This is an optimization exercise on Yosys and OpenROAD, whose aim is small area, a short achievable clock period and few clock cycles per item, not a production implementation. At most, simulation tests tie the RTL to the original design; equivalence was not proved.

==> run a: inputs <==
Design ntt_bfly, start of the top module:
module ntt_bfly (
    input clk,
    input rst,
    input in_valid,
    input inv,
    input sub,
    input [16:0] a,
    input [16:0] b,
    input [16:0] tf,
    output out_valid,
    output [16:0] p
    );
==> module full_adder, before the edit <==
module full_adder(
    input a,
    input b,
    input cin,
    output s,
    output cout
    );
    assign s = a ^ b ^ cin;
    assign cout = (a & b) | (a & cin) | (b & cin);
endmodule
==> module adder, before the edit <==
module adder #(parameter N = 2) (
    input [N-1:0] a,
    input [N-1:0] b,
    input cin,
    output [N-1:0] s,
    output cout
    );
    wire cwire[N-2:0];
    genvar i;
    generate
    for (i = 0; i < N; i = i + 1) begin
        if (i == 0)
            full_adder fa(.a(a[i]), .b(b[i]), .cin(cin), .s(s[i]), .cout(cwire[i]));
        else if (i == N - 1)
            full_adder fa(.a(a[i]), .b(b[i]), .cin(cwire[i - 1]), .s(s[i]), .cout(cout));
        else
            full_adder fa(.a(a[i]), .b(b[i]), .cin(cwire[i - 1]), .s(s[i]), .cout(cwire[i]));
    end
    endgenerate
endmodule
==> module multiplier_signed, before the edit <==
module multiplier_signed #(parameter N = 17) (
    input signed [N-1:0] a,
    input signed [N-1:0] b,
    output [2*N-1:0] p
    );
    genvar i;
    wire [2*N-1:0] adder_out [N-1:0];
    generate
    for (i = 0; i < N; i = i + 1) begin
        if (i == 0)
            adder #(.N(2*N)) add(
                .a({(2*N){1'B0}}), 
                .b({{N{1'B0}}, b} & {(2*N){a[i]}}), 
                .cin(1'B0), 
                .s(adder_out[i])
            );
        else if (i == N-1)
            adder #(.N(2*N)) add(
                .a(adder_out[i-1]), 
                .b(~{{{{N{1'B0}}, b} << i} & {(2*N){a[i]}}}), 
                .cin(1'B1), 
                .s(adder_out[i])
            );
        else
            adder #(.N(2*N)) add(
                .a(adder_out[i-1]), 
                .b({{{N{1'B0}}, b} << i} & {(2*N){a[i]}}), 
                .cin(1'B0), 
                .s(adder_out[i])
            );
    end
    endgenerate
    assign p = adder_out[N-1];
endmodule
==> module mux_2x1, before the edit <==
module mux_2x1 #(parameter N = 1)(
    input [N-1:0] a,
    input [N-1:0] b,
    input sel,
    output reg [N-1:0] s
    );
    always @(sel or a or b) begin
        case (sel)
            1'B0: s <= a;
            1'B1: s <= b;
        endcase
    end
endmodule
==> module modred_v2, before the edit <==
module modred_v2 #(parameter LOGQ = 17) (
    input [2*LOGQ-1:0] a,
    output [LOGQ-1:0] s
    );
    parameter [2*LOGQ-1:0] Q = (1 << (LOGQ-1)) + 1;
    parameter K = LOGQ - 1;
    wire [LOGQ:0] t, s_temp, m0_out;
    wire gte;
    wire pos;
    assign pos = ~t[LOGQ];
    assign gte = t[LOGQ-1] & |t[LOGQ-2:0] & pos;
    adder #(.N(LOGQ+1)) a0(
        .a({2'B0, a[K-1:0]}), 
        .b(~a[2*LOGQ-1:K]), 
        .cin(1'B1), 
        .s(t)
    );
    adder #(.N(LOGQ+1)) a1(
        .a(t), 
        .b({(LOGQ+1){pos}}^(Q[LOGQ:0]&{(LOGQ+1){gte|(~gte&~pos)}})), 
        .cin(pos), 
        .s(s_temp)
    );
    assign s = s_temp;
endmodule
==> module ntt_intt_pe_cell_v2, before the edit <==
module ntt_intt_pe_cell_v2 #(parameter N = 17, NINV = 61441) (
    input inv,
    input sub,
    input [N-1:0] tf,
    input [N-1:0] a,
    input [N-1:0] b,
    output [N-1:0] p
    );
    wire [N-1:0] m0_out, m2_out, m3_out, m5_out;
    wire [N-1:0] add0_out;
    wire [N:0] m1_out;
    wire [2*N-1:0] add1_out, m4_out;
    wire add0_cout;
    wire [2*N+1:0] mul0_out;
    mux_2x1 #(.N(N)) m0(.a(b), .b(a), .sel(sub), .s(m0_out));
    wire [N:0] add0_ext = (~sub & add0_cout) ? {(N+1){1'B1}} << 1 : {sub&~add0_cout, add0_out};
    mux_2x1 #(.N(N+1)) m1(.a({1'B0, m0_out}), .b(add0_ext), .sel(inv), .s(m1_out));
    mux_2x1 #(.N(N)) m2(.a(m5_out), .b(tf), .sel(~inv|(inv&sub)), .s(m2_out));
    mux_2x1 #(.N(N)) m3(.a(a), .b(b), .sel(sub), .s(m3_out));
    mux_2x1 #(.N(2*N)) m4(.a({{N{1'B0}}, m3_out}), .b({(2*N){1'B0}}), .sel(inv), .s(m4_out));
    mux_2x1 #(.N(N)) m5(.a(17'D1), .b(32769), .sel(~sub&inv), .s(m5_out));
    adder #(.N(N)) add0(.a(b), .b({N{sub}}^a), .cin(sub), .s(add0_out), .cout(add0_cout));
    adder #(.N(2*N)) add1(.a({(2*N){~inv}} & {{N{1'B0}}, m3_out}), .b({(2*N){(~inv&sub)}} ^ mul0_out[2*N-1:0]), .cin(~inv&sub), .s(add1_out), .cout());
    multiplier_signed #(.N(N+1)) mul0(.a(m1_out), .b({1'B0, m2_out}), .p(mul0_out));
    modred_v2 #(.LOGQ(N)) mr0(.a(add1_out), .s(p));
endmodule
==> module ntt_bfly, before the edit <==
module ntt_bfly (
    input clk,
    input rst,
    input in_valid,
    input inv,
    input sub,
    input [16:0] a,
    input [16:0] b,
    input [16:0] tf,
    output out_valid,
    output [16:0] p
    );
    reg v0, v1;
    reg inv_q, sub_q;
    reg [16:0] a_q, b_q, tf_q, p_q;
    wire [16:0] pe_p;
    always @(posedge clk) begin
        if (rst) begin
            v0 <= 1'B0;
            v1 <= 1'B0;
        end else begin
            v0 <= in_valid;
            v1 <= v0;
        end
        inv_q <= inv;
        sub_q <= sub;
        a_q <= a;
        b_q <= b;
        tf_q <= tf;
        p_q <= pe_p;
    end
    ntt_intt_pe_cell_v2 #(.N(17), .NINV(61441)) pe(
        .inv(inv_q),
        .sub(sub_q),
        .tf(tf_q),
        .a(a_q),
        .b(b_q),
        .p(pe_p)
    );
    assign out_valid = v1;
    assign p = p_q;
endmodule
clock: 42.0 ns
lec_check: 0
cap_margin: 20
core_margin: 2
core_utilization: 40
slew_margin: 20
run.sh (not shown) runs the stock make flow with config.mk's settings and CLKGATE_MAP_FILE= SYNTH_SCRIPT=/design/flow/synth_recipe.tcl, a recipe that flattens the netlist after the stock synthesis.
==> run b: changes against run a <==
==> flow/design.v (replaced) <==
`timescale 1ns / 1ps
module ntt_bfly (
    input clk,
    input rst,
    input in_valid,
    input inv,
    input sub,
    input [16:0] a,
    input [16:0] b,
    input [16:0] tf,
    output out_valid,
    output [16:0] p
    );
    reg v0, v1;
    reg inv_q, sub_q;
    reg [16:0] a_q, b_q, tf_q, p_q;
    always @(posedge clk) begin
        if (rst) begin
            v0 <= 1'b0;
            v1 <= 1'b0;
        end else begin
            v0 <= in_valid;
            v1 <= v0;
        end
        inv_q <= inv;
        sub_q <= sub;
        a_q <= a;
        b_q <= b;
        tf_q <= tf;
        p_q <= p_d;
    end
    wire use_b = inv_q | ~sub_q;
    wire use_a = inv_q | sub_q;
    wire [18:0] bx = use_b ? {2'b00, b_q} : 19'd0;
    wire [18:0] ax = use_a ? {2'b00, a_q} : 19'd0;
    wire signed [18:0] x = bx + (ax ^ {19{sub_q}}) + sub_q;
    wire [16:0] y = (inv_q & ~sub_q) ? 17'd32769 : tf_q;
    wire [16:0] c = inv_q ? 17'd0 : (sub_q ? b_q : a_q);
    wire signed [36:0] t = $signed({20'd0, c}) + x * $signed({1'b0, y});
    wire signed [18:0] r = $signed({3'b000, t[15:0]}) - $signed({3'b000, t[31:16]})
                         + $signed(t[34:32]);
    wire [18:0] rq = r + 19'd65537;
    wire [16:0] p_d = r[18] ? rq[16:0] : (r == 19'd65537 ? 17'd0 : r[16:0]);
    assign out_valid = v1;
    assign p = p_q;
endmodule
==> comparison table <==
Result of the run: run b complete, no violations; run a complete, no violations
Crit-path max FO: run b 43; run a 36
Buffers outside the clock class: run b 91; run a 83
Most common cell after layout, fill and taps aside: run b sky130_fd_sc_hd__inv_1; run a sky130_fd_sc_hd__fa_1
Adder-cell share of the synthesized area: run b 47.2%; run a 59.6%
Core Area: run b 0.0452 sq mm; run a 0.0295 sq mm
Layout cell share with drive strength beyond 1: run b 5.07%; run a 4.59%
Achievable Freq: run b 0.0732 GHz; run a 0.0259 GHz
Post-route design area: run b 0.0198 sq mm; run a 0.0132 sq mm
Cells after DPL: run b 2715; run a 1551
GRT met3 Usage: run b 3.44%; run a 2.06%
Register cell area after layout: run b 0.00144 sq mm; run a 0.00144 sq mm
Tmin final: run b 13.66 ns; run a 38.65 ns
Effective utilization at floorplan: run b 40.3%; run a 40.4%
Vias after detailed routing: run b 14500; run a 7672
Number of instances in the synthesized netlist: run b 2110; run a 1139
Global-route met1 utilization: run b 29.9%; run a 22.1%
Routed length per placed instance: run b 18.3 microns; run a 16.0 microns
Sequential element share of the synthesized area: run b 7.91%; run a 12.1%
Proportion of cell area occupied by multi-input gates: run b 74.7%; run a 73.5%
Multi-input combinational gate total: run b 1509; run a 876
Testbench counts of run a, summed over its fixed seeds: cycles 24,008, items 24,000.
No functional check of the RTL was part of run b.

==> garnet: inputs <==
Another version of the RTL of ntt_bfly (not shown whole).
==> flow/config.mk <==
export PLATFORM = sky130hd
export DESIGN_NAME = ntt_bfly
export DESIGN_NICKNAME = ntt_bfly
export VERILOG_FILES = /design/flow/design.v
export SDC_FILE = /design/flow/constraint.sdc
export NUM_CORES = 4
export LEC_CHECK = 0
export CAP_MARGIN = 20
export CORE_MARGIN = 2
export CORE_UTILIZATION = 40
export GPL_TIMING_DRIVEN = 0
export SLEW_MARGIN = 20
export SYNTH_HIERARCHICAL = 1
==> flow/constraint.sdc <==
create_clock -name core_clock -period 42.0 [get_ports {clk}]
set_input_delay 8.4000 -clock core_clock [delete_from_list [all_inputs] [get_ports {clk}]]
set_output_delay 8.4000 -clock core_clock [all_outputs]
set_load 0.01 [all_outputs]
standard.sh (not shown) runs the stock make flow with config.mk's settings and CLKGATE_MAP_FILE= SYNTH_SCRIPT=/design/flow/synth_recipe.tcl, a recipe that flattens the netlist after the stock synthesis.
==> flow/flow/run.sh <==
#!/bin/bash
# Own flow: the standard layout (standard.sh: the standard synthesis and
# steps), except:
#  - the cells that buffer_ports puts on the ports: buf_2 on each output
#    (hook before global placement), buf_1 on each input.  Every port still
#    gets a buffer of its own.
#  - clock tree synthesis without dummy load cells.
set -euo pipefail
here=$(pwd)
printf 'buffer_ports -outputs -buffer_cell sky130_fd_sc_hd__buf_2\n' > "$here/buffer_outputs.tcl"
export PRE_GLOBAL_PLACE_TCL="$here/buffer_outputs.tcl"
export BUFFER_PORTS_ARGS="-inputs -buffer_cell sky130_fd_sc_hd__buf_1"
export CTS_ARGS="-sink_clustering_enable -repair_clock_nets -dont_use_dummy_load -buf_list sky130_fd_sc_hd__clkbuf_8 -sink_clustering_size 24 -sink_clustering_max_diameter 200"
bash standard.sh finish > standard_make.log 2>&1
==> inputs of yarrow, as changes to garnet <==
Settings changed: CORE_UTILIZATION 40 to 55.
==> results.txt <==
                                                                      yarrow          garnet
First-pass iteration count of the detailed router                           8               5
Arrival time of data at the critical path endpoint                    0.81 ns         0.80 ns
Post-route cell area                                             0.01015 mm^2    0.01028 mm^2
Global-route wire length before repair                               42.31 mm        43.68 mm
Post-layout utilization of the core                                    60.80%          44.07%
Proportion of cell area spent on the clock network                     1.220%          1.205%
Die H                                                                135.0 um        157.6 um
Nets                                                                    1,272           1,271
Number of global-route vias before repair                               7,407           7,643
Via-to-Cell Ratio                                                       5.916           5.519
Status                                                         finished clean  finished clean
Cell Rows                                                                  47              56
DR WL/cell                                                           21.75 um        20.66 um
Post-detailed-routing wire length                                    27.30 mm        27.95 mm
Share of the clock period used by the worst path after layout          21.93%          21.90%
Initial standard-cell utilization of the core                          56.47%          40.42%
Final-layout worst hold slack                                       0.4203 ns       0.4406 ns
DR vias                                                                 7,425           7,467
Sequential share of cell area                                          14.19%          14.02%
HPWL after detailed placement                                        20.26 mm        20.50 mm
Testbench counts of garnet, summed over its fixed seeds: cycles 24,008, items 24,000.
Testbench counts of yarrow, summed over its fixed seeds: cycles 24,008, items 24,000.

==> maple: inputs <==
ntt_bfly, a different RTL version from the one above (not shown whole).
Settings: LEC_CHECK=0, CAP_MARGIN=20, CORE_MARGIN=2, CORE_UTILIZATION=40, GPL_TIMING_DRIVEN=0, PLACE_DENSITY=0.8, SLEW_MARGIN=20, SYNTH_HIERARCHICAL=1; clock period 42.0 ns.
Scripts as last shown in full above: flow/flow/run.sh
==> inputs of raven, as changes to maple <==
PLACE_DENSITY = unset   (was 0.8)
==> notes <==
- Against maple, the hold slack of raven is worse by 0.010 ns.
- Of maple and raven, raven has the higher clock skew (gap 0.013 ns).
- In final cell count, raven and maple hardly differ.
- In raven the non-clock buffer count is higher than in maple, by 1.
- In raven the first-iteration DRC count is lower than in maple, by 13%.
- Design area is about the same in maple and raven.
- In die area, maple and raven do not differ.
- Synthesized cell count is the same in raven and maple.
- In maple the global-route usage is lower than in raven, by 0.80 points.
No functional check of the RTL was part of any run of this note.

==> indigo <==
Another version of the RTL of ntt_bfly (not shown whole).
clock: 42.0 ns
lec_check: 0
cap_margin: 20
core_margin: 2
core_utilization: 40
cts_buf_list: sky130_fd_sc_hd__clkbuf_4 sky130_fd_sc_hd__clkbuf_8
gpl_timing_driven: 0
slew_margin: 20
synth_hierarchical: 1
==> flow/flow/run.sh <==
#!/bin/bash
# Own flow: the standard layout (standard.sh: the standard synthesis and
# steps), except the cells that buffer_ports puts on the ports: buf_2 on each
# output (hook before global placement), buf_1 on each input.  Every port
# still gets a buffer of its own.
set -euo pipefail
here=$(pwd)
printf 'buffer_ports -outputs -buffer_cell sky130_fd_sc_hd__buf_2\n' > "$here/buffer_outputs.tcl"
export PRE_GLOBAL_PLACE_TCL="$here/buffer_outputs.tcl"
export BUFFER_PORTS_ARGS="-inputs -buffer_cell sky130_fd_sc_hd__buf_1"
bash standard.sh finish > standard_make.log 2>&1
==> fjord (differences from indigo) <==
==> flow/flow/run.sh (replaced) <==
#!/bin/bash
# Own flow: the standard layout (standard.sh: the standard synthesis and
# steps), except:
#  - the cells that buffer_ports puts on the ports: buf_2 on each output
#    (hook before global placement), buf_1 on each input.  Every port still
#    gets a buffer of its own.
#  - clock tree synthesis without dummy load cells.
set -euo pipefail
here=$(pwd)
printf 'buffer_ports -outputs -buffer_cell sky130_fd_sc_hd__buf_2\n' > "$here/buffer_outputs.tcl"
export PRE_GLOBAL_PLACE_TCL="$here/buffer_outputs.tcl"
export BUFFER_PORTS_ARGS="-inputs -buffer_cell sky130_fd_sc_hd__buf_1"
export CTS_ARGS="-sink_clustering_enable -repair_clock_nets -dont_use_dummy_load"
bash standard.sh finish > standard_make.log 2>&1
- CTS_BUF_LIST: sky130_fd_sc_hd__clkbuf_4 sky130_fd_sc_hd__clkbuf_8 -> not set
==> harbor (differences from indigo) <==
==> flow/flow/run.sh (replaced) <==
#!/bin/bash
# Own flow: the standard layout (standard.sh: the standard synthesis and
# steps), except:
#  - the cells that buffer_ports puts on the ports: buf_2 on each output
#    (hook before global placement), buf_1 on each input.  Every port still
#    gets a buffer of its own.
#  - clock tree synthesis without dummy load cells.
set -euo pipefail
here=$(pwd)
printf 'buffer_ports -outputs -buffer_cell sky130_fd_sc_hd__buf_2\n' > "$here/buffer_outputs.tcl"
export PRE_GLOBAL_PLACE_TCL="$here/buffer_outputs.tcl"
export BUFFER_PORTS_ARGS="-inputs -buffer_cell sky130_fd_sc_hd__buf_1"
export CTS_ARGS="-sink_clustering_enable -repair_clock_nets -dont_use_dummy_load -buf_list sky130_fd_sc_hd__clkbuf_8 -sink_clustering_size 24 -sink_clustering_max_diameter 200"
bash standard.sh finish > standard_make.log 2>&1
- CTS_BUF_LIST: sky130_fd_sc_hd__clkbuf_4 sky130_fd_sc_hd__clkbuf_8 -> not set
==> results.txt <==
- harbor passed the timing, DRC and antenna checks. indigo went through all stages and came out clean. fjord completed without violations.
- Critical path depth is the same in indigo and fjord.
- Cell area: harbor < indigo < fjord.
- Register-to-register slack is about the same in fjord and harbor.
- Sequential cell count is the same in indigo and fjord.
- Maximum frequency: indigo is smaller than fjord (about 0.5%).
- Die area is the same in indigo and harbor.
- Worst setup slack, lowest first: indigo, harbor, fjord.
- In synthesized area, fjord and indigo do not differ.
==> figures <==
quantity                                                                                 fjord    harbor    indigo
Result of the run                                                     timing/DRC/antenna clean  timing/DRC/antenna clean  timing/DRC/antenna clean
Total routed wirelength                                                               27610 µm  27750 µm  27910 µm
Clock buf count                                                                              9         9        10
Clock insertion delay at the later pin of the skew report                              0.35 ns   0.38 ns   0.39 ns
Crit path DAT                                                                          0.76 ns   0.79 ns   0.80 ns
Wire length of the first global-routing pass                                          43950 µm  43950 µm  44170 µm
Clock transition time at the flip-flop clock pins of the worst setup and hold paths    0.06 ns   0.08 ns   0.09 ns
Mean routed wirelength per cell                                                       19.92 µm  20.00 µm  20.04 µm
GRT met2 Usage                                                                          0.3407    0.3421    0.3486
Number of vias per cell                                                                  5.497     5.547     5.590
Worst setup path startpoint                                                                 v1        v1    p_q[5]
Global-route met3 utilization                                                          0.04689   0.05210   0.04949
Cell at the root of the clock tree                                                   clkbuf_16  clkbuf_8  clkbuf_8
Fraction of standard cell area that is sequential                                       0.1357    0.1370    0.1359
# diodes                                                                                     0         1         0
Testbench counts of indigo, summed over its fixed seeds: cycles 24,008, items 24,000.
Testbench counts of fjord, summed over its fixed seeds: cycles 24,008, items 24,000.
Testbench counts of harbor, summed over its fixed seeds: cycles 24,008, items 24,000.

==> port drivers added, routing unchanged <==
No port has a modelled driver above. Below, the same layouts with a new extraction and two added sets of constraints. Step 1 assumes that a clkbuf_16 drives the clock port and a buf_2 every other input. Step 2 times the ports against the registers' clock, not the clock port: input delays grow and output delays shrink by t, the midpoint of the rising clock arrivals with the driver on. Slacks: no drivers / after step 1 / after step 2; pairs: no drivers / after step 1.
| run | t (ns) | slack for setup (ns) | hold slack, ns | worst slew at a driven data input, ns | pins driven straight from the clock port |
|---|---|---|---|---|---|
| run a | 0.378 | 3.355 / 3.355 / 3.355 | 0.457 / 0.457 / 0.457 | 0.05 | 1 |
| run b | 0.433 | 28.340 / 28.340 / 28.340 | 0.454 / 0.454 / 0.454 | 0.05 | 1 |
| garnet | 0.400 | 32.801 / 32.757 / 33.157 | 0.441 / 0.441 / 0.441 | 0.03 | 1 |
| yarrow | 0.395 | 32.789 / 32.748 / 33.143 | 0.420 / 0.420 / 0.420 | 0.03 | 1 |
| maple | 0.399 | 32.803 / 32.764 / 32.869 | 0.453 / 0.453 / 0.453 | 0.03 | 1 |
| raven | 0.401 | 32.797 / 32.755 / 32.871 | 0.442 / 0.442 / 0.442 | 0.03 | 1 |
| indigo | 0.416 | 32.797 / 32.755 / 33.172 | 0.450 / 0.450 / 0.450 | 0.03 | 1 |
| fjord | 0.387 | 32.844 / 32.797 / 33.184 | 0.449 / 0.449 / 0.449 | 0.03 | 1 |
| harbor | 0.405 | 32.811 / 32.770 / 33.175 | 0.450 / 0.450 / 0.450 | 0.03 | 1 |
After both steps setup and hold are still met in every run listed.
